From an optimization exercise on the open Yosys and OpenROAD flow, aimed at small area; shortcuts taken in it are not production practice. No run shown here included a check of the RTL's function; only the layout flow was run. Power and IR drop assume default switching activity.

`flow/design.v`:
```
`timescale 1ns / 1ps
module alu32_top(
    input  wire        clk,
    input  wire [31:0] a,
    input  wire [31:0] b,
    input  wire [2:0]  op_code,
    output reg  [32:0] result,
    output reg         zero_flag,
    output reg         control_flag
    );
    reg  [31:0] a_q, b_q;
    reg  [2:0]  op_q;
    wire [32:0] alu_result;
    wire        alu_zero, alu_control;
    always @(posedge clk) begin
        a_q  <= a;
        b_q  <= b;
        op_q <= op_code;
        result       <= alu_result;
        zero_flag    <= alu_zero;
        control_flag <= alu_control;
    end
    ALU_8_Bit #(.WIDTH(32)) u_alu (
        .A(a_q),
        .B(b_q),
        .op_code(op_q),
        .result(alu_result),
        .zero_flag(alu_zero),
        .control_flag(alu_control)
    );
endmodule

`timescale 1ns / 1ps
module ALU_8_Bit #(parameter WIDTH = 8) (A, B, op_code, result, zero_flag, control_flag);
    input  [WIDTH-1:0] A, B;
    input  [2:0] op_code;
    output zero_flag, control_flag;
    output [WIDTH:0] result;
    wire ninv01, ar, nar, kp, kg, nkp, nkg;
    wire [3:0] invc;    
    alu_decode u_dec (.op(op_code), .ninv01(ninv01), .ar(ar), .nar(nar), .kp(kp), .kg(kg),
        .nkp(nkp), .nkg(nkg));
    alu_xnor2 u_inv0 (.a(op_code[2]), .b(ninv01), .y(invc[0]));
    alu_xnor2 u_inv1 (.a(op_code[2]), .b(ninv01), .y(invc[1]));
    alu_xnor2 u_inv2 (.a(op_code[2]), .b(ninv01), .y(invc[2]));
    alu_xnor2 u_inv3 (.a(op_code[2]), .b(ninv01), .y(invc[3]));
    wire [31:0] bx;    
    wire [31:0] pp;    
    wire [31:0] gg;    
    wire [31:0] sx;    
    wire [31:0] lt;    
    wire [31:0] r;
    wire [32:0] cc;      
    assign cc[0] = invc[0];
    alu_xor2 u_bx0 (.a(B[0]), .b(invc[0]), .y(bx[0]));
    alu_ha u_ha0 (.a(A[0]), .b(bx[0]), .s(pp[0]), .c(gg[0]));
    alu_a21oi u_c0 (.a1(pp[0]), .a2(cc[0]), .b1(gg[0]), .y(cc[1]));
    alu_xor2 u_bx1 (.a(B[1]), .b(invc[0]), .y(bx[1]));
    alu_xnor2 u_np1 (.a(A[1]), .b(bx[1]), .y(pp[1]));
    alu_nand2 u_ng1 (.a(A[1]), .b(bx[1]), .y(gg[1]));
    alu_o21ai u_c1 (.a1(pp[1]), .a2(cc[1]), .b1(gg[1]), .y(cc[2]));
    alu_xor2 u_bx2 (.a(B[2]), .b(invc[0]), .y(bx[2]));
    alu_ha u_ha2 (.a(A[2]), .b(bx[2]), .s(pp[2]), .c(gg[2]));
    alu_a21oi u_c2 (.a1(pp[2]), .a2(cc[2]), .b1(gg[2]), .y(cc[3]));
    alu_xor2 u_bx3 (.a(B[3]), .b(invc[0]), .y(bx[3]));
    alu_xnor2 u_np3 (.a(A[3]), .b(bx[3]), .y(pp[3]));
    alu_nand2 u_ng3 (.a(A[3]), .b(bx[3]), .y(gg[3]));
    alu_o21ai u_c3 (.a1(pp[3]), .a2(cc[3]), .b1(gg[3]), .y(cc[4]));
    alu_xor2 u_bx4 (.a(B[4]), .b(invc[0]), .y(bx[4]));
    alu_ha u_ha4 (.a(A[4]), .b(bx[4]), .s(pp[4]), .c(gg[4]));
    alu_xor2 u_bx5 (.a(B[5]), .b(invc[0]), .y(bx[5]));
    alu_xnor2 u_np5 (.a(A[5]), .b(bx[5]), .y(pp[5]));
    alu_nand2 u_ng5 (.a(A[5]), .b(bx[5]), .y(gg[5]));
    alu_xor2 u_bx6 (.a(B[6]), .b(invc[0]), .y(bx[6]));
    alu_ha u_ha6 (.a(A[6]), .b(bx[6]), .s(pp[6]), .c(gg[6]));
    alu_xor2 u_bx7 (.a(B[7]), .b(invc[0]), .y(bx[7]));
    alu_xnor2 u_np7 (.a(A[7]), .b(bx[7]), .y(pp[7]));
    alu_nand2 u_ng7 (.a(A[7]), .b(bx[7]), .y(gg[7]));
    wire P4, G4, x4a, x4b, x4c, q4;
    alu_inv u_x4a (.a(gg[4]), .y(x4a));
    alu_o21ai u_x4b (.a1(pp[5]), .a2(x4a), .b1(gg[5]), .y(x4b));
    alu_a21oi u_x4c (.a1(pp[6]), .a2(x4b), .b1(gg[6]), .y(x4c));
    alu_o21ai u_G4 (.a1(pp[7]), .a2(x4c), .b1(gg[7]), .y(G4));
    alu_nand2 u_q4 (.a(pp[4]), .b(pp[6]), .y(q4));
    alu_nor3 u_P4 (.a(q4), .b(pp[5]), .c(pp[7]), .y(P4));
    alu_a21oi u_c4 (.a1(pp[4]), .a2(cc[4]), .b1(gg[4]), .y(cc[5]));
    alu_o21ai u_c5 (.a1(pp[5]), .a2(cc[5]), .b1(gg[5]), .y(cc[6]));
    alu_a21oi u_c6 (.a1(pp[6]), .a2(cc[6]), .b1(gg[6]), .y(cc[7]));
    alu_a21oi u_gc4 (.a1(P4), .a2(cc[4]), .b1(G4), .y(cc[8]));
    alu_xor2 u_bx8 (.a(B[8]), .b(invc[1]), .y(bx[8]));
    alu_xnor2 u_np8 (.a(A[8]), .b(bx[8]), .y(pp[8]));
    alu_nand2 u_ng8 (.a(A[8]), .b(bx[8]), .y(gg[8]));
    alu_xor2 u_bx9 (.a(B[9]), .b(invc[1]), .y(bx[9]));
    alu_ha u_ha9 (.a(A[9]), .b(bx[9]), .s(pp[9]), .c(gg[9]));
    alu_xor2 u_bx10 (.a(B[10]), .b(invc[1]), .y(bx[10]));
    alu_xnor2 u_np10 (.a(A[10]), .b(bx[10]), .y(pp[10]));
    alu_nand2 u_ng10 (.a(A[10]), .b(bx[10]), .y(gg[10]));
    alu_xor2 u_bx11 (.a(B[11]), .b(invc[1]), .y(bx[11]));
    alu_ha u_ha11 (.a(A[11]), .b(bx[11]), .s(pp[11]), .c(gg[11]));
    wire P8, G8, x8a, x8b, x8c, q8;
    alu_inv u_x8a (.a(gg[8]), .y(x8a));
    alu_a21oi u_x8b (.a1(pp[9]), .a2(x8a), .b1(gg[9]), .y(x8b));
    alu_o21ai u_x8c (.a1(pp[10]), .a2(x8b), .b1(gg[10]), .y(x8c));
    alu_a21oi u_G8 (.a1(pp[11]), .a2(x8c), .b1(gg[11]), .y(G8));
    alu_nor2 u_q8 (.a(pp[8]), .b(pp[10]), .y(q8));
    alu_nand3 u_P8 (.a(q8), .b(pp[9]), .c(pp[11]), .y(P8));
    alu_o21ai u_c8 (.a1(pp[8]), .a2(cc[8]), .b1(gg[8]), .y(cc[9]));
    alu_a21oi u_c9 (.a1(pp[9]), .a2(cc[9]), .b1(gg[9]), .y(cc[10]));
    alu_o21ai u_c10 (.a1(pp[10]), .a2(cc[10]), .b1(gg[10]), .y(cc[11]));
    alu_o21ai u_gc8 (.a1(P8), .a2(cc[8]), .b1(G8), .y(cc[12]));
    alu_xor2 u_bx12 (.a(B[12]), .b(invc[1]), .y(bx[12]));
    alu_ha u_ha12 (.a(A[12]), .b(bx[12]), .s(pp[12]), .c(gg[12]));
    alu_xor2 u_bx13 (.a(B[13]), .b(invc[1]), .y(bx[13]));
    alu_xnor2 u_np13 (.a(A[13]), .b(bx[13]), .y(pp[13]));
    alu_nand2 u_ng13 (.a(A[13]), .b(bx[13]), .y(gg[13]));
    alu_xor2 u_bx14 (.a(B[14]), .b(invc[1]), .y(bx[14]));
    alu_ha u_ha14 (.a(A[14]), .b(bx[14]), .s(pp[14]), .c(gg[14]));
    alu_xor2 u_bx15 (.a(B[15]), .b(invc[1]), .y(bx[15]));
    alu_xnor2 u_np15 (.a(A[15]), .b(bx[15]), .y(pp[15]));
    alu_nand2 u_ng15 (.a(A[15]), .b(bx[15]), .y(gg[15]));
    wire P12, G12, x12a, x12b, x12c, q12;
    alu_inv u_x12a (.a(gg[12]), .y(x12a));
    alu_o21ai u_x12b (.a1(pp[13]), .a2(x12a), .b1(gg[13]), .y(x12b));
    alu_a21oi u_x12c (.a1(pp[14]), .a2(x12b), .b1(gg[14]), .y(x12c));
    alu_o21ai u_G12 (.a1(pp[15]), .a2(x12c), .b1(gg[15]), .y(G12));
    alu_nand2 u_q12 (.a(pp[12]), .b(pp[14]), .y(q12));
    alu_nor3 u_P12 (.a(q12), .b(pp[13]), .c(pp[15]), .y(P12));
    alu_a21oi u_c12 (.a1(pp[12]), .a2(cc[12]), .b1(gg[12]), .y(cc[13]));
    alu_o21ai u_c13 (.a1(pp[13]), .a2(cc[13]), .b1(gg[13]), .y(cc[14]));
    alu_a21oi u_c14 (.a1(pp[14]), .a2(cc[14]), .b1(gg[14]), .y(cc[15]));
    alu_a21oi u_gc12 (.a1(P12), .a2(cc[12]), .b1(G12), .y(cc[16]));
    alu_xor2 u_bx16 (.a(B[16]), .b(invc[2]), .y(bx[16]));
    alu_xnor2 u_np16 (.a(A[16]), .b(bx[16]), .y(pp[16]));
    alu_nand2 u_ng16 (.a(A[16]), .b(bx[16]), .y(gg[16]));
    alu_xor2 u_bx17 (.a(B[17]), .b(invc[2]), .y(bx[17]));
    alu_ha u_ha17 (.a(A[17]), .b(bx[17]), .s(pp[17]), .c(gg[17]));
    alu_xor2 u_bx18 (.a(B[18]), .b(invc[2]), .y(bx[18]));
    alu_xnor2 u_np18 (.a(A[18]), .b(bx[18]), .y(pp[18]));
    alu_nand2 u_ng18 (.a(A[18]), .b(bx[18]), .y(gg[18]));
    alu_xor2 u_bx19 (.a(B[19]), .b(invc[2]), .y(bx[19]));
    alu_ha u_ha19 (.a(A[19]), .b(bx[19]), .s(pp[19]), .c(gg[19]));
    wire P16, G16, x16a, x16b, x16c, q16;
    alu_inv u_x16a (.a(gg[16]), .y(x16a));
    alu_a21oi u_x16b (.a1(pp[17]), .a2(x16a), .b1(gg[17]), .y(x16b));
    alu_o21ai u_x16c (.a1(pp[18]), .a2(x16b), .b1(gg[18]), .y(x16c));
    alu_a21oi u_G16 (.a1(pp[19]), .a2(x16c), .b1(gg[19]), .y(G16));
    alu_nor2 u_q16 (.a(pp[16]), .b(pp[18]), .y(q16));
    alu_nand3 u_P16 (.a(q16), .b(pp[17]), .c(pp[19]), .y(P16));
    alu_o21ai u_c16 (.a1(pp[16]), .a2(cc[16]), .b1(gg[16]), .y(cc[17]));
    alu_a21oi u_c17 (.a1(pp[17]), .a2(cc[17]), .b1(gg[17]), .y(cc[18]));
    alu_o21ai u_c18 (.a1(pp[18]), .a2(cc[18]), .b1(gg[18]), .y(cc[19]));
    alu_o21ai u_gc16 (.a1(P16), .a2(cc[16]), .b1(G16), .y(cc[20]));
    alu_xor2 u_bx20 (.a(B[20]), .b(invc[2]), .y(bx[20]));
    alu_ha u_ha20 (.a(A[20]), .b(bx[20]), .s(pp[20]), .c(gg[20]));
    alu_xor2 u_bx21 (.a(B[21]), .b(invc[2]), .y(bx[21]));
    alu_xnor2 u_np21 (.a(A[21]), .b(bx[21]), .y(pp[21]));
    alu_nand2 u_ng21 (.a(A[21]), .b(bx[21]), .y(gg[21]));
    alu_xor2 u_bx22 (.a(B[22]), .b(invc[2]), .y(bx[22]));
    alu_ha u_ha22 (.a(A[22]), .b(bx[22]), .s(pp[22]), .c(gg[22]));
    alu_xor2 u_bx23 (.a(B[23]), .b(invc[2]), .y(bx[23]));
    alu_xnor2 u_np23 (.a(A[23]), .b(bx[23]), .y(pp[23]));
    alu_nand2 u_ng23 (.a(A[23]), .b(bx[23]), .y(gg[23]));
    wire P20, G20, x20a, x20b, x20c, q20;
    alu_inv u_x20a (.a(gg[20]), .y(x20a));
    alu_o21ai u_x20b (.a1(pp[21]), .a2(x20a), .b1(gg[21]), .y(x20b));
    alu_a21oi u_x20c (.a1(pp[22]), .a2(x20b), .b1(gg[22]), .y(x20c));
    alu_o21ai u_G20 (.a1(pp[23]), .a2(x20c), .b1(gg[23]), .y(G20));
    alu_nand2 u_q20 (.a(pp[20]), .b(pp[22]), .y(q20));
    alu_nor3 u_P20 (.a(q20), .b(pp[21]), .c(pp[23]), .y(P20));
    alu_a21oi u_c20 (.a1(pp[20]), .a2(cc[20]), .b1(gg[20]), .y(cc[21]));
    alu_o21ai u_c21 (.a1(pp[21]), .a2(cc[21]), .b1(gg[21]), .y(cc[22]));
    alu_a21oi u_c22 (.a1(pp[22]), .a2(cc[22]), .b1(gg[22]), .y(cc[23]));
    alu_a21oi u_gc20 (.a1(P20), .a2(cc[20]), .b1(G20), .y(cc[24]));
    alu_xor2 u_bx24 (.a(B[24]), .b(invc[3]), .y(bx[24]));
    alu_xnor2 u_np24 (.a(A[24]), .b(bx[24]), .y(pp[24]));
    alu_nand2 u_ng24 (.a(A[24]), .b(bx[24]), .y(gg[24]));
    alu_xor2 u_bx25 (.a(B[25]), .b(invc[3]), .y(bx[25]));
    alu_ha u_ha25 (.a(A[25]), .b(bx[25]), .s(pp[25]), .c(gg[25]));
    alu_xor2 u_bx26 (.a(B[26]), .b(invc[3]), .y(bx[26]));
    alu_xnor2 u_np26 (.a(A[26]), .b(bx[26]), .y(pp[26]));
    alu_nand2 u_ng26 (.a(A[26]), .b(bx[26]), .y(gg[26]));
    alu_xor2 u_bx27 (.a(B[27]), .b(invc[3]), .y(bx[27]));
    alu_ha u_ha27 (.a(A[27]), .b(bx[27]), .s(pp[27]), .c(gg[27]));
    wire P24, G24, x24a, x24b, x24c, q24;
    alu_inv u_x24a (.a(gg[24]), .y(x24a));
    alu_a21oi u_x24b (.a1(pp[25]), .a2(x24a), .b1(gg[25]), .y(x24b));
    alu_o21ai u_x24c (.a1(pp[26]), .a2(x24b), .b1(gg[26]), .y(x24c));
    alu_a21oi u_G24 (.a1(pp[27]), .a2(x24c), .b1(gg[27]), .y(G24));
    alu_nor2 u_q24 (.a(pp[24]), .b(pp[26]), .y(q24));
    alu_nand3 u_P24 (.a(q24), .b(pp[25]), .c(pp[27]), .y(P24));
    alu_o21ai u_c24 (.a1(pp[24]), .a2(cc[24]), .b1(gg[24]), .y(cc[25]));
    alu_a21oi u_c25 (.a1(pp[25]), .a2(cc[25]), .b1(gg[25]), .y(cc[26]));
    alu_o21ai u_c26 (.a1(pp[26]), .a2(cc[26]), .b1(gg[26]), .y(cc[27]));
    alu_o21ai u_gc24 (.a1(P24), .a2(cc[24]), .b1(G24), .y(cc[28]));
    alu_xor2 u_bx28 (.a(B[28]), .b(invc[3]), .y(bx[28]));
    alu_ha u_ha28 (.a(A[28]), .b(bx[28]), .s(pp[28]), .c(gg[28]));
    alu_xor2 u_bx29 (.a(B[29]), .b(invc[3]), .y(bx[29]));
    alu_xnor2 u_np29 (.a(A[29]), .b(bx[29]), .y(pp[29]));
    alu_nand2 u_ng29 (.a(A[29]), .b(bx[29]), .y(gg[29]));
    alu_xor2 u_bx30 (.a(B[30]), .b(invc[3]), .y(bx[30]));
    alu_ha u_ha30 (.a(A[30]), .b(bx[30]), .s(pp[30]), .c(gg[30]));
    alu_xor2 u_bx31 (.a(B[31]), .b(invc[3]), .y(bx[31]));
    alu_xnor2 u_np31 (.a(A[31]), .b(bx[31]), .y(pp[31]));
    alu_nand2 u_ng31 (.a(A[31]), .b(bx[31]), .y(gg[31]));
    wire P28, G28, x28a, x28b, x28c, q28;
    alu_inv u_x28a (.a(gg[28]), .y(x28a));
    alu_o21ai u_x28b (.a1(pp[29]), .a2(x28a), .b1(gg[29]), .y(x28b));
    alu_a21oi u_x28c (.a1(pp[30]), .a2(x28b), .b1(gg[30]), .y(x28c));
    alu_o21ai u_G28 (.a1(pp[31]), .a2(x28c), .b1(gg[31]), .y(G28));
    alu_nand2 u_q28 (.a(pp[28]), .b(pp[30]), .y(q28));
    alu_nor3 u_P28 (.a(q28), .b(pp[29]), .c(pp[31]), .y(P28));
    alu_a21oi u_c28 (.a1(pp[28]), .a2(cc[28]), .b1(gg[28]), .y(cc[29]));
    alu_o21ai u_c29 (.a1(pp[29]), .a2(cc[29]), .b1(gg[29]), .y(cc[30]));
    alu_a21oi u_c30 (.a1(pp[30]), .a2(cc[30]), .b1(gg[30]), .y(cc[31]));
    alu_a21oi u_gc28 (.a1(P28), .a2(cc[28]), .b1(G28), .y(cc[32]));
    alu_xnor2 u_s0 (.a(pp[0]), .b(cc[0]), .y(sx[0]));
    alu_a22oi u_l0 (.a1(pp[0]), .a2(kp), .b1(gg[0]), .b2(kg), .y(lt[0]));
    alu_xor2 u_s1 (.a(pp[1]), .b(cc[1]), .y(sx[1]));
    alu_o22ai u_l1 (.a1(pp[1]), .a2(nkp), .b1(gg[1]), .b2(nkg), .y(lt[1]));
    alu_xnor2 u_s2 (.a(pp[2]), .b(cc[2]), .y(sx[2]));
    alu_a22oi u_l2 (.a1(pp[2]), .a2(kp), .b1(gg[2]), .b2(kg), .y(lt[2]));
    alu_xor2 u_s3 (.a(pp[3]), .b(cc[3]), .y(sx[3]));
    alu_o22ai u_l3 (.a1(pp[3]), .a2(nkp), .b1(gg[3]), .b2(nkg), .y(lt[3]));
    alu_xnor2 u_s4 (.a(pp[4]), .b(cc[4]), .y(sx[4]));
    alu_a22oi u_l4 (.a1(pp[4]), .a2(kp), .b1(gg[4]), .b2(kg), .y(lt[4]));
    alu_xor2 u_s5 (.a(pp[5]), .b(cc[5]), .y(sx[5]));
    alu_o22ai u_l5 (.a1(pp[5]), .a2(nkp), .b1(gg[5]), .b2(nkg), .y(lt[5]));
    alu_xnor2 u_s6 (.a(pp[6]), .b(cc[6]), .y(sx[6]));
    alu_a22oi u_l6 (.a1(pp[6]), .a2(kp), .b1(gg[6]), .b2(kg), .y(lt[6]));
    alu_xor2 u_s7 (.a(pp[7]), .b(cc[7]), .y(sx[7]));
    alu_o22ai u_l7 (.a1(pp[7]), .a2(nkp), .b1(gg[7]), .b2(nkg), .y(lt[7]));
    alu_xor2 u_s8 (.a(pp[8]), .b(cc[8]), .y(sx[8]));
    alu_o22ai u_l8 (.a1(pp[8]), .a2(nkp), .b1(gg[8]), .b2(nkg), .y(lt[8]));
    alu_xnor2 u_s9 (.a(pp[9]), .b(cc[9]), .y(sx[9]));
    alu_a22oi u_l9 (.a1(pp[9]), .a2(kp), .b1(gg[9]), .b2(kg), .y(lt[9]));
    alu_xor2 u_s10 (.a(pp[10]), .b(cc[10]), .y(sx[10]));
    alu_o22ai u_l10 (.a1(pp[10]), .a2(nkp), .b1(gg[10]), .b2(nkg), .y(lt[10]));
    alu_xnor2 u_s11 (.a(pp[11]), .b(cc[11]), .y(sx[11]));
    alu_a22oi u_l11 (.a1(pp[11]), .a2(kp), .b1(gg[11]), .b2(kg), .y(lt[11]));
    alu_xnor2 u_s12 (.a(pp[12]), .b(cc[12]), .y(sx[12]));
    alu_a22oi u_l12 (.a1(pp[12]), .a2(kp), .b1(gg[12]), .b2(kg), .y(lt[12]));
    alu_xor2 u_s13 (.a(pp[13]), .b(cc[13]), .y(sx[13]));
    alu_o22ai u_l13 (.a1(pp[13]), .a2(nkp), .b1(gg[13]), .b2(nkg), .y(lt[13]));
    alu_xnor2 u_s14 (.a(pp[14]), .b(cc[14]), .y(sx[14]));
    alu_a22oi u_l14 (.a1(pp[14]), .a2(kp), .b1(gg[14]), .b2(kg), .y(lt[14]));
    alu_xor2 u_s15 (.a(pp[15]), .b(cc[15]), .y(sx[15]));
    alu_o22ai u_l15 (.a1(pp[15]), .a2(nkp), .b1(gg[15]), .b2(nkg), .y(lt[15]));
    alu_xor2 u_s16 (.a(pp[16]), .b(cc[16]), .y(sx[16]));
    alu_o22ai u_l16 (.a1(pp[16]), .a2(nkp), .b1(gg[16]), .b2(nkg), .y(lt[16]));
    alu_xnor2 u_s17 (.a(pp[17]), .b(cc[17]), .y(sx[17]));
    alu_a22oi u_l17 (.a1(pp[17]), .a2(kp), .b1(gg[17]), .b2(kg), .y(lt[17]));
    alu_xor2 u_s18 (.a(pp[18]), .b(cc[18]), .y(sx[18]));
    alu_o22ai u_l18 (.a1(pp[18]), .a2(nkp), .b1(gg[18]), .b2(nkg), .y(lt[18]));
    alu_xnor2 u_s19 (.a(pp[19]), .b(cc[19]), .y(sx[19]));
    alu_a22oi u_l19 (.a1(pp[19]), .a2(kp), .b1(gg[19]), .b2(kg), .y(lt[19]));
    alu_xnor2 u_s20 (.a(pp[20]), .b(cc[20]), .y(sx[20]));
    alu_a22oi u_l20 (.a1(pp[20]), .a2(kp), .b1(gg[20]), .b2(kg), .y(lt[20]));
    alu_xor2 u_s21 (.a(pp[21]), .b(cc[21]), .y(sx[21]));
    alu_o22ai u_l21 (.a1(pp[21]), .a2(nkp), .b1(gg[21]), .b2(nkg), .y(lt[21]));
    alu_xnor2 u_s22 (.a(pp[22]), .b(cc[22]), .y(sx[22]));
    alu_a22oi u_l22 (.a1(pp[22]), .a2(kp), .b1(gg[22]), .b2(kg), .y(lt[22]));
    alu_xor2 u_s23 (.a(pp[23]), .b(cc[23]), .y(sx[23]));
    alu_o22ai u_l23 (.a1(pp[23]), .a2(nkp), .b1(gg[23]), .b2(nkg), .y(lt[23]));
    alu_xor2 u_s24 (.a(pp[24]), .b(cc[24]), .y(sx[24]));
    alu_o22ai u_l24 (.a1(pp[24]), .a2(nkp), .b1(gg[24]), .b2(nkg), .y(lt[24]));
    alu_xnor2 u_s25 (.a(pp[25]), .b(cc[25]), .y(sx[25]));
    alu_a22oi u_l25 (.a1(pp[25]), .a2(kp), .b1(gg[25]), .b2(kg), .y(lt[25]));
    alu_xor2 u_s26 (.a(pp[26]), .b(cc[26]), .y(sx[26]));
    alu_o22ai u_l26 (.a1(pp[26]), .a2(nkp), .b1(gg[26]), .b2(nkg), .y(lt[26]));
    alu_xnor2 u_s27 (.a(pp[27]), .b(cc[27]), .y(sx[27]));
    alu_a22oi u_l27 (.a1(pp[27]), .a2(kp), .b1(gg[27]), .b2(kg), .y(lt[27]));
    alu_xnor2 u_s28 (.a(pp[28]), .b(cc[28]), .y(sx[28]));
    alu_a22oi u_l28 (.a1(pp[28]), .a2(kp), .b1(gg[28]), .b2(kg), .y(lt[28]));
    alu_xor2 u_s29 (.a(pp[29]), .b(cc[29]), .y(sx[29]));
    alu_o22ai u_l29 (.a1(pp[29]), .a2(nkp), .b1(gg[29]), .b2(nkg), .y(lt[29]));
    alu_xnor2 u_s30 (.a(pp[30]), .b(cc[30]), .y(sx[30]));
    alu_a22oi u_l30 (.a1(pp[30]), .a2(kp), .b1(gg[30]), .b2(kg), .y(lt[30]));
    alu_xor2 u_s31 (.a(pp[31]), .b(cc[31]), .y(sx[31]));
    alu_o22ai u_l31 (.a1(pp[31]), .a2(nkp), .b1(gg[31]), .b2(nkg), .y(lt[31]));
    wire eq, hi, cmp, ncmp;
    alu_and #(.N(11), .INV(11'b10100101010)) u_eq (.a({pp[3], pp[2], pp[1], pp[0], P28, P24, P20, P16, P12, P8, P4}), .y(eq));
    alu_flags #(.CINV(1)) u_fl (.op(op_code), .ci(cc[32]), .eq(eq),
        .hi(hi), .cmp(cmp), .ncmp(ncmp));
    alu_o211ai u_r0 (.a1(sx[0]), .a2(nar), .b1(lt[0]), .c1(ncmp), .y(r[0]));
    alu_a21o u_r1 (.a1(sx[1]), .a2(ar), .b1(lt[1]), .y(r[1]));
    alu_o21ai u_r2 (.a1(sx[2]), .a2(nar), .b1(lt[2]), .y(r[2]));
    alu_a21o u_r3 (.a1(sx[3]), .a2(ar), .b1(lt[3]), .y(r[3]));
    alu_o21ai u_r4 (.a1(sx[4]), .a2(nar), .b1(lt[4]), .y(r[4]));
    alu_a21o u_r5 (.a1(sx[5]), .a2(ar), .b1(lt[5]), .y(r[5]));
    alu_o21ai u_r6 (.a1(sx[6]), .a2(nar), .b1(lt[6]), .y(r[6]));
    alu_a21o u_r7 (.a1(sx[7]), .a2(ar), .b1(lt[7]), .y(r[7]));
    alu_a21o u_r8 (.a1(sx[8]), .a2(ar), .b1(lt[8]), .y(r[8]));
    alu_o21ai u_r9 (.a1(sx[9]), .a2(nar), .b1(lt[9]), .y(r[9]));
    alu_a21o u_r10 (.a1(sx[10]), .a2(ar), .b1(lt[10]), .y(r[10]));
    alu_o21ai u_r11 (.a1(sx[11]), .a2(nar), .b1(lt[11]), .y(r[11]));
    alu_o21ai u_r12 (.a1(sx[12]), .a2(nar), .b1(lt[12]), .y(r[12]));
    alu_a21o u_r13 (.a1(sx[13]), .a2(ar), .b1(lt[13]), .y(r[13]));
    alu_o21ai u_r14 (.a1(sx[14]), .a2(nar), .b1(lt[14]), .y(r[14]));
    alu_a21o u_r15 (.a1(sx[15]), .a2(ar), .b1(lt[15]), .y(r[15]));
    alu_a21o u_r16 (.a1(sx[16]), .a2(ar), .b1(lt[16]), .y(r[16]));
    alu_o21ai u_r17 (.a1(sx[17]), .a2(nar), .b1(lt[17]), .y(r[17]));
    alu_a21o u_r18 (.a1(sx[18]), .a2(ar), .b1(lt[18]), .y(r[18]));
    alu_o21ai u_r19 (.a1(sx[19]), .a2(nar), .b1(lt[19]), .y(r[19]));
    alu_o21ai u_r20 (.a1(sx[20]), .a2(nar), .b1(lt[20]), .y(r[20]));
    alu_a21o u_r21 (.a1(sx[21]), .a2(ar), .b1(lt[21]), .y(r[21]));
    alu_o21ai u_r22 (.a1(sx[22]), .a2(nar), .b1(lt[22]), .y(r[22]));
    alu_a21o u_r23 (.a1(sx[23]), .a2(ar), .b1(lt[23]), .y(r[23]));
    alu_a21o u_r24 (.a1(sx[24]), .a2(ar), .b1(lt[24]), .y(r[24]));
    alu_o21ai u_r25 (.a1(sx[25]), .a2(nar), .b1(lt[25]), .y(r[25]));
    alu_a21o u_r26 (.a1(sx[26]), .a2(ar), .b1(lt[26]), .y(r[26]));
    alu_o21ai u_r27 (.a1(sx[27]), .a2(nar), .b1(lt[27]), .y(r[27]));
    alu_o21ai u_r28 (.a1(sx[28]), .a2(nar), .b1(lt[28]), .y(r[28]));
    alu_a21o u_r29 (.a1(sx[29]), .a2(ar), .b1(lt[29]), .y(r[29]));
    alu_o21ai u_r30 (.a1(sx[30]), .a2(nar), .b1(lt[30]), .y(r[30]));
    alu_a21o u_r31 (.a1(sx[31]), .a2(ar), .b1(lt[31]), .y(r[31]));
    assign result = {hi, r};
    assign control_flag = hi;
    wire ze;
    alu_nor #(.N(11)) u_zlo (.a(r[11:1]), .y(ze));
    wire zp0;
    alu_nor2 u_zp0 (.a(r[12]), .b(r[13]), .y(zp0));
    wire zp1;
    alu_nor2 u_zp1 (.a(r[14]), .b(r[15]), .y(zp1));
    wire zp2;
    alu_nor2 u_zp2 (.a(r[16]), .b(r[17]), .y(zp2));
    wire zp3;
    alu_nor2 u_zp3 (.a(r[18]), .b(r[19]), .y(zp3));
    wire zp4;
    alu_nor2 u_zp4 (.a(r[20]), .b(r[21]), .y(zp4));
    wire zp5;
    alu_nor2 u_zp5 (.a(r[22]), .b(r[23]), .y(zp5));
    wire zp6;
    alu_nor2 u_zp6 (.a(r[24]), .b(r[25]), .y(zp6));
    wire zp7;
    alu_nor2 u_zp7 (.a(r[26]), .b(r[27]), .y(zp7));
    wire zp8;
    alu_nor2 u_zp8 (.a(r[28]), .b(r[29]), .y(zp8));
    wire zp9;
    alu_nor2 u_zp9 (.a(r[30]), .b(r[31]), .y(zp9));
    wire zp10;
    alu_nor2 u_zp10 (.a(hi), .b(r[0]), .y(zp10));
    wire zn0;
    alu_nand #(.N(4)) u_zn0 (.a({ze, zp0, zp1, zp2}), .y(zn0));
    wire zn1;
    alu_nand #(.N(4)) u_zn1 (.a({zp3, zp4, zp5, zp6}), .y(zn1));
    wire zn2;
    alu_nand #(.N(4)) u_zn2 (.a({zp7, zp8, zp9, zp10}), .y(zn2));
    alu_nor #(.N(3)) u_z (.a({zn0, zn1, zn2}), .y(zero_flag));
endmodule
module alu_xor2 (input a, input b, output y);
    assign y = a ^ b;
endmodule
module alu_xnor2 (input a, input b, output y);
    assign y = ~(a ^ b);
endmodule
module alu_ha (input a, input b, output s, output c);
    assign s = a ^ b;
    assign c = a & b;
endmodule
module alu_nand2 (input a, input b, output y);
    assign y = ~(a & b);
endmodule
module alu_nor2 (input a, input b, output y);
    assign y = ~(a | b);
endmodule
module alu_nor3 (input a, input b, input c, output y);
    assign y = ~(a | b | c);
endmodule
module alu_nand3 (input a, input b, input c, output y);
    assign y = ~(a & b & c);
endmodule
module alu_inv (input a, output y);
    assign y = ~a;
endmodule
module alu_a21oi (input a1, input a2, input b1, output y);
    assign y = ~((a1 & a2) | b1);
endmodule
module alu_o21ai (input a1, input a2, input b1, output y);
    assign y = ~((a1 | a2) & b1);
endmodule
module alu_a21o (input a1, input a2, input b1, output y);
    assign y = (a1 & a2) | b1;
endmodule
module alu_a22oi (input a1, input a2, input b1, input b2, output y);
    assign y = ~((a1 & a2) | (b1 & b2));
endmodule
module alu_o22ai (input a1, input a2, input b1, input b2, output y);
    assign y = ~((a1 | a2) & (b1 | b2));
endmodule
module alu_o211ai (input a1, input a2, input b1, input c1, output y);
    assign y = ~((a1 | a2) & b1 & c1);
endmodule
module alu_a211o (input a1, input a2, input b1, input c1, output y);
    assign y = (a1 & a2) | b1 | c1;
endmodule
module alu_and #(parameter N = 8, parameter [N-1:0] INV = 0) (input [N-1:0] a, output y);
    assign y = &(a ^ INV);
endmodule
module alu_nor #(parameter N = 8) (input [N-1:0] a, output y);
    assign y = ~|a;
endmodule
module alu_nand #(parameter N = 4) (input [N-1:0] a, output y);
    assign y = ~&a;
endmodule
module alu_decode (input [2:0] op, output ninv01, output ar, output nar, output kp, output kg,
                   output nkp, output nkg);
    assign ninv01 = ~(op[1] | op[0]);          
    assign nar = op[2] | op[1];
    assign ar  = ~nar;                         
    assign kp  = op[2] & op[1];                
    assign kg  = op[2] & (op[1] ^ op[0]);      
    assign nkp = ~kp;
    assign nkg = ~kg;
endmodule
module alu_flags #(parameter CINV = 0) (input [2:0] op, input ci, input eq, output hi,
                                        output cmp, output ncmp);
    wire co = ci ^ CINV;
    assign hi = ~op[2] & ~op[1] & (co ^ op[0]);    
    assign cmp = ((op == 3'b010) & co & ~eq) | ((op == 3'b011) & eq) | ((op == 3'b100) & ~co);
    assign ncmp = ~cmp;
endmodule
```
`flow/standard.sh`:
```
#!/bin/bash
# synth_recipe.tcl (not shown) runs the flow's synth.tcl, then flattens the netlist and writes it again
# the make line also repeats each setting of config.mk as NAME=value (left out here)
make -C /OpenROAD-flow-scripts/flow DESIGN_CONFIG=/design/flow/config.mk WORK_HOME=/design/flow/orfs CLKGATE_MAP_FILE= SYNTH_SCRIPT=/design/flow/synth_recipe.tcl "${@:-finish}"
```
`flow/constraint.sdc`:
```
create_clock -name core_clock -period 5.0 [get_ports {clk}]
set_input_delay 1.0000 -clock core_clock [delete_from_list [all_inputs] [get_ports {clk}]]
set_output_delay 1.0000 -clock core_clock [all_outputs]
set_load 0.01 [all_outputs]
```
`flow/config.mk`:
```
export PLATFORM = sky130hd
export DESIGN_NAME = alu32_top
export DESIGN_NICKNAME = alu32_top
export VERILOG_FILES = /design/flow/design.v
export SDC_FILE = /design/flow/constraint.sdc
export NUM_CORES = 4
export LEC_CHECK = 0
export CAP_MARGIN = 20
export CORE_MARGIN = 2
export CORE_UTILIZATION = 40
export SLEW_MARGIN = 20
export SYNTH_HIERARCHICAL = 1
export SYNTH_MINIMUM_KEEP_SIZE = 0
```
`flow/flow/run.sh`:
```
#!/bin/bash
# Standard ORFS layout with these changes: the port buffers use the smallest buffer cell;
# combinational cells are put at their smallest drive strength after floorplanning (the
# repair steps then size up only what timing needs); clock tree synthesis adds no dummy
# loads; power recovery downsizes non-critical cells after global routing.
set -euo pipefail
W=$(pwd)
bash standard.sh BUFFER_PORTS_ARGS="-buffer_cell sky130_fd_sc_hd__buf_1" \
  POST_FLOORPLAN_TCL="$W/flow/downsize.tcl" \
  CTS_ARGS="-sink_clustering_enable -repair_clock_nets -dont_use_dummy_load" \
  RECOVER_POWER=100 finish > make_finish.log 2>&1
```
`flow/flow/downsize.tcl`:
```
# POST_FLOORPLAN hook: put every combinational cell at the smallest drive strength of its
# family; the later repair steps size up what timing needs.
set n 0
foreach inst [[ord::get_db_block] getInsts] {
  set m [$inst getMaster]
  set name [$m getName]
  if {![regexp {^(sky130_fd_sc_hd__[a-z0-9]+)_([0-9]+)$} $name -> base sz]} { continue }
  if {[string match {*df*} $base] || [string match {*clk*} $base] || [string match {*tap*} $base]
      || [string match {*conb*} $base] || [string match {*dl*} $base]} { continue }
  # leave the drivers of wide nets (the op-code decode) as synthesis sized them
  set fo 0
  foreach it [$inst getITerms] {
    if {[$it isOutputSignal] && [$it getNet] ne "NULL"} {
      set fo [expr {max($fo, [llength [[$it getNet] getITerms]] - 1)}]
    }
  }
  if {$fo > 6} { continue }
  set best ""
  set best_a 1e9
  foreach lc [get_lib_cells ${base}_*] {
    set ln [get_name $lc]
    if {![regexp "^${base}_\[0-9\]+\$" $ln]} { continue }
    if {[get_property $lc dont_use]} { continue }
    set a [get_property $lc area]
    if {$a < $best_a} { set best_a $a; set best $ln }
  }
  if {$best ne "" && $best ne $name} {
    $inst swapMaster [[ord::get_db] findMaster $best]
    incr n
  }
}
puts "downsize: replaced $n cells"
```
==> results of run 1 <==
==> state kept, by name, summed over array words and instances (netlist names) <==
signal and cells:
b_q 32, op_q 3, a_q 32, zero_flag 1
result 33, control_flag 1
==> how the worst max path moves through the flow <==
stage	startpoint	to	slack (ns)
after floorplan	op_q[1]	zero_flag	0.25
after global placement	op_q[1]	zero_flag	0.14
after detailed placement	op_q[1]	zero_flag	-0.18
after CTS	op_q[0]	zero_flag	0.08
after global routing	op_q[1]	zero_flag	0.02
final	op_q[0]	zero_flag	0.43
==> layer usage <==
layer  GRT usage  vias to the layer above  wire (µm)  part of all wire
li1            -                     1629          -                 -
met1       0.194                     1452       4060              0.44
met2       0.276                      125       4440              0.48
met3      0.0419                       19        590             0.064
met4      0.0714                        0        183             0.020
met5           0                        -          0                 0
==> placed cells by master (no fill, tap or decap), drive strengths merged <==
cell     count
buf        108
dfxtp      102
xor2        49
o21ai       41
xnor2       36
a21oi       28
nand2       23
ha          17
a22oi       16
o22ai       16
a21o        16
nor2        15
clkbuf      12
inv          9
nor3         8
nand3        3
nor4         3
nand4        3
and2         2
or2          1
or4b         1
nand4b       1
or2b         1
nand4bb      1
o21a         1
o211ai       1
and3         1
==> power breakdown <==
part	switching, mW	leakage, nW	internal [mW]
Clock	0.231	0.0647	0.162
Sequential	0.0314	0.857	0.899
Combinational	0.348	1.00	0.240
==> final cells by class <==
type	instances	area share
Clock buffer	9	0.0258
Inverter	9	0.00705
Timing Repair Buffer	111	0.0916
Sequential cell	102	0.426
Tap cell	136	0.0355
Multi-Input combinational cell	284	0.414
==> worst max-delay path: stages (launching register included) <==
cell,delay [ns]
dfxtp_1,0.40
inv_1,0.07
ha_1,0.29
xnor2_2,0.18
xor2_1,0.17
ha_1,0.34
a21oi_1,0.26
o21ai_1,0.14
a21oi_1,0.23
o21ai_1,0.14
a21oi_2,0.21
o21ai_1,0.12
a21oi_2,0.19
o21ai_1,0.13
a21oi_2,0.22
o21ai_2,0.12
a21oi_1,0.21
o21ai_1,0.14
a21oi_1,0.18
xor2_1,0.09
a21o_1,0.22
nor2_1,0.11
nand4_1,0.08
nor3_1,0.21
==> per-stage QoR <==
step,instances,hold slack (ns)
detailed placement,642,0.602
global route,651,0.651
floorplan,396,0.521
finish,651,0.607
CTS,651,0.608
global placement,642,0.574
==> what timing repair did <==
action	CTS	global route
hold endpoints to repair	0	0
gates resized for setup	3	8
endpoints found under the setup margin	1	3
hold buffers	0	0
==> flow_summary.yaml, run 1 <==
yosys:
  synthCells: 396
  yosys_warnings: 7
  synth.net_count: 481
  avgSynthCellArea_um2: 10.8
  synth_area_um2: 4260
timing:
  slew-limit-headroom: 0.354
  setup_ws_ns: 0.429
  tns_ns: 0
  slew_violations: 0
  fin_skew_ns: 0.0214
  min_period_ns: 4.57
  tightest_slew_ns: 0.965
  rsz0062_at_grt: "no"
  setup-violations-final: 0
  hold_violations: 0
  fmax_ghz: 0.219
  post-route-period-util: 0.914
finish:
  seq_area_um2: 2040
  final_nets: 602
  fin_util: 0.464
  multi_input_area_um2: 1980
  fillers: 1027
  syn2layout_area_growth_pct: 12.5
  n_antenna_cell: 0
  drive_above_1_share: 0.0427
  stdcell_area_um2: 4790
routing:
  ant_nets: 0
  drc_errors: 0
  drt_wl_total_mm: 9.28
  first_pass_iters: 5
  drt-vias-per-instance: 4.95
  drt_iter0_markers: 148
  wire_per_inst_um: 14.2
  vias: 3225
setup_path:
  reg2reg_depth: 23
  endpoint_kind: "flop"
  crit_path_start_kind: "flop"
  critPathMaxFanout: 5
  reg2reg_to: "zero_flag"
  critPathArrivalTime_ns: 4.83
  critPathKind: "reg2reg"
  reg2reg_slack_ns: 0.43
  crit_required_ns: 5.26
  r2r-start: "op_q[0]"
cts:
  cts-htree-levels: 3
  cts.reportedPaths.clkPinSlew_ns: 0.09
  cts_num_sinks: 102
  clkLatencyLatePin_ns: 0.36
  cts_root_buf: "clkbuf_8"
  cts-buffers-inserted: 9
  post_cts_buffers: 0
  cts_tree: "done"
  clock_path_buffers: 2
power:
  p_per_area_nw_per_um2: 399
  power.leakage_nw: 1.93
  ir_drop_uv: 182
  finalPower_mw: 1.91
global_route:
  grt_use_total: 0.163
  grt_antenna_before_repair: 0
  grt_pass1_wl_mm: 14.6
  grt.overflow.total: 0
  first_global_vias: 3197
  grt_start_max_net_pins: 17
floorplan:
  fp.dieArea_um2: 11500
  die-width_um: 107
  core_um2: 10300
  die_h_um: 107
  num_rows: 37
  io_pins: 103
  initial_utilization: 0.412
place:
  placed_area_um2: 4660
  dp_slack_ns: -0.175
  dp.final_hpwl_mm: 6.83
  place_congestion: 0.835
  port_buffers: 102
hold_path:
  hp-start: "op_q[1]"
  min_to: "result[32]"
  hold_path_depth: 1
  holdCritPathClass: "reg2reg"
flow_run:
  drv_cap: 0
outcome:
  status: "complete, no violations"
==> inputs of run 2 (changes only) <==
--- a/flow/config.mk
+++ b/flow/config.mk
@@ -10,2 +10,4 @@
 export CORE_UTILIZATION = 40
+export GPL_TIMING_DRIVEN = 0
+export SETUP_SLACK_MARGIN = -0.4
 export SLEW_MARGIN = 20
==> run 2 against run 1 <==
Effect of this change: now fails the layout checks on setup timing; setup slack got worse by 0.47 ns; sequential power barely moved; sequential share of layout area rose by 0.11 points; final cell count fell by 0.92%; global-route usage barely moved; total power fell by 0.25%; synthesized cell count did not move; fmax fell by 9.4%; design area fell by 0.26%; critical path depth did not move; largest cell class unchanged; largest power group unchanged.
==> flow_summary.yaml, run 2 <==
place:
  port_buffers: 102
  dp_slack_ns: -1.27
  dpl.cell_count: 634
  place_congestion: 0.824
  dp.final_hpwl_mm: 6.54
power:
  power.leakage_nw: 1.92
  finalPower_mw: 1.91
  ir_drop_uv: 184
  p_per_area_nw_per_um2: 399
global_route:
  grt.overflow.total: 0
  grt_pass1_wl_mm: 14.3
  grt_start_max_net_pins: 17
  first_global_vias: 3082
  grt_antenna_before_repair: 0
  grt_use_total: 0.163
finish:
  final_cell_mix: "buf_1, dfxtp_1, xor2_1, o21ai_0, xnor2_1"
  largest_register_ffs: 33
  final_common_cell: "buf_1"
  fillers: 1026
  n_antenna_cell: 0
  seq_area_um2: 2040
  final_nets: 596
  multi_input_area_um2: 2010
  regMostFlops: "result"
  drive_above_1_share: 0.0393
  final_cells: 645
  syn2layout_area_growth_pct: 12.3
  reg.largest.list: "result x33, a_q x32, b_q x32"
setup_path:
  crit_path_start_kind: "flop"
  critPathArrivalTime_ns: 5.34
  crit_family: "compound AO/OA/AOI/OAI gates"
  critPathMaxStageDelay_ns: 0.44
  startpoint: "op_q[1]"
  endpoint_kind: "flop"
  path_common_cell: "a21oi_1"
  crit_required_ns: 5.29
  r2r-start: "op_q[1]"
  path_cells: "inv_1, ha_1, xnor2_4, xor2_1, ha_1, a21oi_1, o21ai_0, a21oi_1, o21ai_1, a21oi_1, o21ai_2, a21oi_2, o21ai_2, a21oi_2, o21ai_1, a21oi_1, o21ai_1, a21oi_1, xor2_1, a21o_1, nor2_1, nand4_1, nor3_1"
  critPathMaxFanout: 8
  critPathKind: "reg2reg"
  critPathBufInv: 1
  cpMaxStageDelayCell: "dfxtp_1"
yosys:
  synthCells: 396
  avgSynthCellArea_um2: 10.8
  synth_area_um2: 4260
  yosys_warnings: 7
  synth.net_count: 481
cts:
  clkLatencyLatePin_ns: 0.37
  cts_num_sinks: 102
  cts-buffers-inserted: 9
  cts_root_buf: "clkbuf_8"
  hold_buffers: 0
  cts-htree-levels: 3
  cts.reportedPaths.clkPinSlew_ns: 0.08
  cts_tree: "done"
  clock_path_buffers: 2
routing:
  drt_iter0_markers: 154
  ant_nets: 0
  vias: 3156
  drc_errors: 0
  drt-vias-per-instance: 4.89
  first_pass_iters: 4
  m1WireLength_mm: 4.08
  met3_length_um: 529
  wire_per_inst_um: 14.0
  route.met2.wl_mm: 4.26
  top_layer: "met4"
  drt_wl_total_mm: 9.05
timing:
  setup_ws_ns: -0.0448
  hold_violations: 0
  holdWs_ns: 0.641
  setup-violations-final: 1
  tightest_slew_ns: 1.05
  slew-limit-headroom: 0.294
  slew_violations: 0
  tns_ns: -0.0448
  min_period_ns: 5.04
  fin_skew_ns: 0.0212
  post-route-period-util: 1.01
  fmax_ghz: 0.198
floorplan:
  io_pins: 103
  die-width_um: 107
  initial_utilization: 0.412
  fp.dieArea_um2: 11500
  die_h_um: 107
  core_um2: 10300
  num_rows: 37
outcome:
  check.faults: "setup timing"
  status: "failed layout checks"
flow_run:
  drv_cap: 0
hold_path:
  hp-start: "op_q[1]"
  holdCritPathClass: "reg2reg"
run 2: metal layers:
layer | track usage | vias up
li1 | - | 1611
met1 | 0.206 | 1429
met2 | 0.263 | 103
met3 | 0.0401 | 13
met4 | 0.0724 | 0
met5 | 0 | -
run 2: through the flow:
| stage | cell area (µm²) | util |
|---|---|---|
| after global routing | 4780 | 0.463 |
| after global placement | 4590 | 0.445 |
| after detailed placement | 4600 | 0.446 |
| after CTS | 4750 | 0.460 |
| final | 4780 | 0.463 |
| after floorplan | 4260 | - |
run 2: report_power, final:
part | internal [mW] | switching [mW]
Combinational | 0.235 | 0.342
Clock | 0.162 | 0.236
Sequential | 0.899 | 0.0326
run 2: path summary, 6_finish.rpt:
path	depth (start not counted)	slack (ns)	end
setup reg to reg	23	-0.04	zero_flag
hold / removal	1	0.64	control_flag
setup / recovery	23	-0.04	zero_flag
hold reg to reg	1	0.64	control_flag
run 2: what timing repair did:
item                                    in CTS  in global routing
endpoints found under the setup margin       9                  1
setup buffers                                2                  0
pin swaps                                    1                  0
gates resized for setup                      5                  6
run 2: final cells by class:
type,count,area share
plain buffers,1,0.000785
clock buffers,9,0.0259
inverters,9,0.00707
multi-input cells,284,0.420
flip-flops and latches,102,0.427
well taps,136,0.0356
repair buffers,104,0.0832

-- re-timing with driven ports --
How much do the figures lean on ideal ports? The routed layouts below were timed once more, with nothing changed but the port constraints. Step 1, drivers: a clkbuf_16 drives clk and a buf_2 each remaining input, both assumed. Step 2, shift: input delay + t, output delay - t, t = (earliest + latest rising clock arrival at the registers) / 2. This alone moves slack from input paths to output paths. a / b / c = ideal ports / drivers / drivers and shift; a / b = the first two.
| run | t, ns | setup slack, ns | hold slack, ns |
|---|---|---|---|
| run 1 | 0.384 | 0.429 / 0.429 / 0.429 | 0.607 / 0.607 / 0.607 |
| run 2 | 0.390 | -0.045 / -0.045 / -0.045 | 0.641 / 0.641 / 0.641 |
